What follows belongs to an exercise in optimizing a design on an open flow for small area; a production flow would make more cautious choices. RTL that was checked went through simulation tests only; none was proved equivalent to the original.

Setup of run 1:
Design conv_pe_sr, start of the top module:
module conv_pe_sr#(parameter WIDTH = 9, parameter DW = 2 * WIDTH + 3)
(
    input clk,
    input rst_n,
    input [WIDTH-1:0] data_in,
    input data_valid,
    input [WIDTH-1:0] weight_in,
    input weight_valid,
    output [DW-1:0] data_out,
    output out_valid
);
clock: 10.0 ns
lec_check: 0
cap_margin: 20
core_margin: 2
core_utilization: 75
slew_margin: 20
synth_hierarchical: 1
synth_minimum_keep_size: 0
standard.sh (not shown) runs the stock make flow with config.mk's settings and CLKGATE_MAP_FILE= SYNTH_SCRIPT=/design/flow/synth_recipe.tcl, a recipe that flattens the netlist after the stock synthesis.
==> flow/flow/run.sh <==
#!/bin/bash
# Layout: the standard flow (standard.sh, its synthesis unchanged), with
# plain buf_1 cells as the port buffers and clock tree synthesis given its own
# buffer (clkbuf_8), sink clustering and no dummy loads. The tools' logs are
# in orfs/logs/; standard.sh's own output goes to standard.log here.
set -euo pipefail
CTS="-sink_clustering_enable -repair_clock_nets -dont_use_dummy_load -buf_list sky130_fd_sc_hd__clkbuf_8 -sink_clustering_size 18 -sink_clustering_max_diameter 60"
bash standard.sh "BUFFER_PORTS_ARGS=-buffer_cell sky130_fd_sc_hd__buf_1" "CTS_ARGS=$CTS" finish > standard.log 2>&1
Relative to run 1, the following input files were edited for run 2:
# run 1
export LEC_CHECK = 0
export CAP_MARGIN = 20
export CORE_MARGIN = 2
export CORE_UTILIZATION = 75
export SLEW_MARGIN = 20
export SYNTH_HIERARCHICAL = 1
export SYNTH_MINIMUM_KEEP_SIZE = 0
create_clock -name core_clock -period 10.0 [get_ports {clk}]
# run 2
export LEC_CHECK = 0
export CAP_MARGIN = 20
export CORE_MARGIN = 2
export CORE_UTILIZATION = 70
export SLEW_MARGIN = 20
export SYNTH_HIERARCHICAL = 1
export SYNTH_MINIMUM_KEEP_SIZE = 0
create_clock -name core_clock -period 10.0 [get_ports {clk}]
## What came out
Delta(first-pass GRT wire length, run 2 - run 1) > 0. CTS clock-pin slew for the worst setup and hold paths delta for run 2 relative to run 1: 0.02 ns higher. Between run 1 and run 2, the overall global routing resource usage is lower for run 2.
What run 3 does differently from run 2 at the input level:
--- a/flow/flow/run.sh
+++ b/flow/flow/run.sh
@@ -6,3 +6,3 @@
 set -euo pipefail
-CTS="-sink_clustering_enable -repair_clock_nets -dont_use_dummy_load -buf_list sky130_fd_sc_hd__clkbuf_8 -sink_clustering_size 18 -sink_clustering_max_diameter 60"
+CTS="-sink_clustering_enable -repair_clock_nets -dont_use_dummy_load -buf_list sky130_fd_sc_hd__clkbuf_8 -sink_clustering_size 16 -sink_clustering_max_diameter 60"
 bash standard.sh "BUFFER_PORTS_ARGS=-buffer_cell sky130_fd_sc_hd__buf_1" "CTS_ARGS=$CTS" finish > standard.log 2>&1
Findings:
In run 3, the initial antenna violation count came out 2 above the value in run 2.
Diff run 2 -> run 3: count of clock-net buffers in the final layout now sits higher.
Worst path setup slack after routing in run 3 is 0.073 ns above run 2.
The cell count on run 2 is in line with that on run 3.
Cmp run 3 and run 2 / detailed-route wire length on metal 1 / lower: run 3
Share of the final layout cell area in sequential cells essentially unchanged between run 2 and run 3.
Wire length reported by the detailed router: run 3 vs run 2, no meaningful difference

* * *

conv_pe_sr, a different RTL version from the one above (not shown whole).
Size: ~44 I/O pins, ~36000 µm² of cells after synthesis.
## conv_pe_sr
module conv_pe_sr#(parameter WIDTH = 9, parameter DW = 2 * WIDTH + 3)
(
    input clk,
    input rst_n,
    input [WIDTH-1:0] data_in,
    input data_valid,
    input [WIDTH-1:0] weight_in,
    input weight_valid,
    output [DW-1:0] data_out,
    output out_valid
);
make LEC_CHECK=0 CAP_MARGIN=20 CORE_MARGIN=2 CORE_UTILIZATION=40 CTS_BUF_LIST=sky130_fd_sc_hd__clkbuf_8 CTS_CLUSTER_DIAMETER=60 CTS_CLUSTER_SIZE=16 SLEW_MARGIN=20 SYNTH_HIERARCHICAL=1 SYNTH_MINIMUM_KEEP_SIZE=0 finish   # period 10.0 ns
run.sh (not shown) runs the stock make flow with config.mk's settings and CLKGATE_MAP_FILE= SYNTH_SCRIPT=/design/flow/synth_recipe.tcl, a recipe that flattens the netlist after the stock synthesis.
Stock flow here: none of the scripts above is used.
The first run went through all stages and came out clean.
Edit:
- CORE_UTILIZATION: 40 -> 60
What happened: Utilization rose by 21 points. Setup slack gains 200 ps. Wire length fell by 5.6%. Synthesized area does not change. First-iteration DRC count rose by 2.7%. Global-route usage rose by 9.8 points.

* * *

alpha:
conv_pe_sr, a different RTL version from the one above (not shown whole).
Size in the first run: about 2,400 cells after synthesis, ~710 flip-flops, roughly 44 I/O pins.
Settings: LEC_CHECK=0, CAP_MARGIN=20, CORE_MARGIN=2, CORE_UTILIZATION=60, CTS_BUF_LIST=sky130_fd_sc_hd__clkbuf_4, SLEW_MARGIN=20, SYNTH_HIERARCHICAL=1, SYNTH_MINIMUM_KEEP_SIZE=0; clock period 10.0 ns.
alpha: no failed stages, no open violations at the end
--- input diff alpha..beta ---
- CTS_BUF_LIST: sky130_fd_sc_hd__clkbuf_4 -> sky130_fd_sc_hd__clkbuf_8
- CTS_CLUSTER_SIZE: unset -> 20
- CTS_CLUSTER_DIAMETER: unset -> 60
## What came out
- Between beta and alpha, the met2 usage is lower for beta.
- First-pass GRT wire length is higher on alpha
- met1 layer wirelength in the final routing was higher in the run labelled alpha.
- Going from alpha to beta, cell area -about 3%; initial antenna violation count +1; final cell utilization of the core -2.0 points.
- beta vs alpha — wire length dropped 2800 um.
- beta against alpha: worst setup slack moved down.
> inputs changed (beta -> gamma)
- a change of CORE_UTILIZATION from 60 to 40
- a change of CTS_CLUSTER_DIAMETER from 60 to 80
- a change of CTS_BUF_LIST from sky130_fd_sc_hd__clkbuf_8 to sky130_fd_sc_hd__clkbuf_16
- a change of CTS_CLUSTER_SIZE from 20 to 30
Results
Relative to beta, register-to-register setup slack has increased by 110 ps in gamma.
Setup WNS beta -> gamma: better
Global-route wire length before repair was lower in beta than in gamma.
Taking beta as the reference, in gamma number of clock buffer instances in the layout went down by 12; number of fill cells went up by 90%; number of buffers added on ports was more or less identical; via count went down by 373.
Total congestion overflow after global routing came out exactly the same in gamma and beta.
[inputs] delta vs gamma
- CTS_CLUSTER_SIZE removed (was 30)
- CTS_BUF_LIST removed (was sky130_fd_sc_hd__clkbuf_16)
- CTS_CLUSTER_DIAMETER removed (was 80)
## What came out
Delta (delta minus gamma): global routing usage on met3 saw an increase; final non-filler cell area saw an increase.
As far as number of pins exceeding their max-slew limit in the final report goes, gamma and delta are indistinguishable; the numbers are identical.
Compared with gamma, delta shows total vias in the final route that has gone up slightly.
Between delta and gamma, sequential fraction of total cell area is lower for delta, gamma comes in above that.
Relative to gamma, total global routing track utilization has increased by 0.37 points in delta.
No run of this note included a check of the RTL's function; only the layout flow was run.

==> separate check: timing with driven ports <==
No port has a modelled driver above. Below, the same layouts with a new extraction and two added sets of constraints.
Step 1, drivers: a clkbuf_16 drives clk and a buf_2 each remaining input, both assumed.
Step 2 moves the port delays by t, midway between the first and last clock arrival at a register: inputs arrive t later, outputs are due t later. That takes back most of the time a late clock gives input paths.
Three values: ideal ports, drivers, drivers and shift; two values: the first two.
run | t, ns | slack for setup (ns) | worst hold slack (ns) | worst slew at a driven data input, ns
run 1 | 0.713 | 0.811 / 0.811 / 0.811 | 0.400 / 0.400 / 0.400 | 0.05
run 2 | 0.719 | 0.573 / 0.573 / 0.573 | 0.382 / 0.382 / 0.382 | 0.05
run 3 | 0.733 | 0.646 / 0.646 / 0.646 | 0.383 / 0.383 / 0.383 | 0.05
the first run of note 2 | 0.762 | 0.830 / 0.830 / 0.803 | 0.402 / 0.402 / 0.402 | 0.06
the second run of note 2 | 0.772 | 1.029 / 1.029 / 0.857 | 0.409 / 0.409 / 0.409 | 0.05
alpha | 1.062 | 0.690 / 0.690 / 0.522 | 0.340 / 0.340 / 0.340 | 0.05
beta | 0.756 | 0.655 / 0.655 / 0.528 | 0.406 / 0.406 / 0.406 | 0.05
gamma | 0.674 | 0.760 / 0.760 / 0.500 | 0.403 / 0.403 / 0.403 | 0.05
delta | 0.699 | 0.765 / 0.765 / 0.468 | 0.409 / 0.409 / 0.409 | 0.05
After both steps setup and hold are still met in every run listed. The setup slack of delta, which loses most, moves by 0.000 ns with the drivers and by -0.297 ns with both steps.
